Context: an optimization exercise on an open-source flow, tuned for small area and a short achievable clock period. The choices shown serve that exercise and are no tape-out recipe. In this exercise RTL edits were held to simulation tests only and were not proved equivalent to the original.

== onyx ==
==> flow/design.v (excerpt) <==
module FFTSmall(
  input          clock,
  input          reset,
  input          io_in_valid,
  input  [15:0]  io_in_bits_0_real,
  input  [15:0]  io_in_bits_0_imag,
  input  [15:0]  io_in_bits_1_real,
  input  [15:0]  io_in_bits_1_imag,
  input  [15:0]  io_in_bits_2_real,
  input  [15:0]  io_in_bits_2_imag,
  input  [15:0]  io_in_bits_3_real,
  input  [15:0]  io_in_bits_3_imag,
  input  [15:0]  io_in_bits_4_real,
  input  [15:0]  io_in_bits_4_imag,
  input  [15:0]  io_in_bits_5_real,
  input  [15:0]  io_in_bits_5_imag,
  input  [15:0]  io_in_bits_6_real,
  input  [15:0]  io_in_bits_6_imag,
  input  [15:0]  io_in_bits_7_real,
  input  [15:0]  io_in_bits_7_imag,
  input          io_in_sync,
  output         io_out_valid,
  output [15:0]  io_out_bits_0_real,
  output [15:0]  io_out_bits_0_imag,
  output [15:0]  io_out_bits_1_real,
  output [15:0]  io_out_bits_1_imag,
  output [15:0]  io_out_bits_2_real,
  output [15:0]  io_out_bits_2_imag,
  output [15:0]  io_out_bits_3_real,
  output [15:0]  io_out_bits_3_imag,
  output [15:0]  io_out_bits_4_real,
  output [15:0]  io_out_bits_4_imag,
  output [15:0]  io_out_bits_5_real,
  output [15:0]  io_out_bits_5_imag,
  output [15:0]  io_out_bits_6_real,
  output [15:0]  io_out_bits_6_imag,
  output [15:0]  io_out_bits_7_real,
  output [15:0]  io_out_bits_7_imag,
  ...
Size: ~24,000 cells after synthesis, ~520 I/O pins, about 220,000 µm² of cells after synthesis.
==> flow/config.mk <==
export PLATFORM = sky130hd
export DESIGN_NAME = FFTSmall
export DESIGN_NICKNAME = FFTSmall
export VERILOG_FILES = /design/flow/design.v
export SDC_FILE = /design/flow/constraint.sdc
export NUM_CORES = 4
export LEC_CHECK = 0
export ABC_AREA = 1
export CAP_MARGIN = 20
export CORE_MARGIN = 10
export CORE_UTILIZATION = 45
export SLEW_MARGIN = 20
==> flow/constraint.sdc <==
create_clock -name core_clock -period 80.0 [get_ports {clock}]
set_input_delay 16.0000 -clock core_clock [delete_from_list [all_inputs] [get_ports {clock}]]
set_output_delay 16.0000 -clock core_clock [all_outputs]
set_load 0.01 [all_outputs]
run.sh (not shown) runs the stock make flow with config.mk's settings and CLKGATE_MAP_FILE= SYNTH_SCRIPT=/design/flow/synth_recipe.tcl, a recipe that flattens the netlist after the stock synthesis.
--- input diff onyx..nickel ---
==> flow/flow/run.sh (new file) <==
#!/bin/bash
# Layout flow: the standard layout (standard.sh, all ORFS steps) with two knobs changed:
#  - the port buffers are sky130_fd_sc_hd__buf_4 (BUFFER_PORTS_ARGS) rather than the
#    resizer's default pick (a slow clkdlybuf4s50_1);
#  - repair_timing aims for a setup slack margin of 56 ns (SETUP_SLACK_MARGIN), so that it
#    sizes the longest paths instead of stopping at the 80 ns clock's large slack.
# The clock period, the SDC and all other settings are the standard flow's.  make's full output goes to
# standard_flow.log in this folder; ORFS's per-step logs are under orfs/logs.
set -euo pipefail
bash standard.sh SETUP_SLACK_MARGIN=56 "BUFFER_PORTS_ARGS=-buffer_cell sky130_fd_sc_hd__buf_4" finish > standard_flow.log 2>&1
==> flow/standard.sh (new file) <==
#!/bin/bash
# synth_recipe.tcl (not shown) runs the flow's synth.tcl, then flattens the netlist and writes it again
# the make line also repeats each setting of config.mk as NAME=value (left out here)
make -C /OpenROAD-flow-scripts/flow DESIGN_CONFIG=/design/flow/config.mk WORK_HOME=/design/flow/orfs CLKGATE_MAP_FILE= SYNTH_SCRIPT=/design/flow/synth_recipe.tcl "${@:-finish}"
removed: flow/run.sh
Findings:
nickel packs its core more tightly than onyx.
nickel vs onyx, critical path endpoint: io_out_bits_7_imag[14] vs q_7_imag[15]$_DFF_P_
Re area growth from synthesis to layout: nickel and onyx aren't equal, and the lower value belongs to onyx.
Comparing nickel against onyx, there is no change at all in total negative slack for setup checks.
Summary of nickel over onyx: setup slack has increased, total number of cells along the worst setup path now smaller.

afterwards: timing with drivers on the ports:
Ports are ideal in the flow. The routed layouts listed here were re-timed in OpenROAD.
Step 1 sets driving cells, clkbuf_16 on the clock port and buf_2 on the other inputs (assumed; they add their load-dependent delay and slew).
Step 2 adds t to the input delays and takes it off the output delays; t is the mean of the earliest and latest rising clock arrival at the registers after step 1. Input paths then give back, and output paths get back, about the clock's delay inside the block.
Slacks: no drivers / after step 1 / after step 2; pairs: no drivers / after step 1.
run | t, ns | setup WS [ns] | hold WS [ns]
onyx | 0.990 | 52.113 / 52.082 / 52.113 | 0.374 / 0.374 / 0.374
nickel | 0.957 | 54.343 / 54.244 / 54.935 | 0.374 / 0.374 / 0.374
After both steps setup and hold are still met in every run listed.
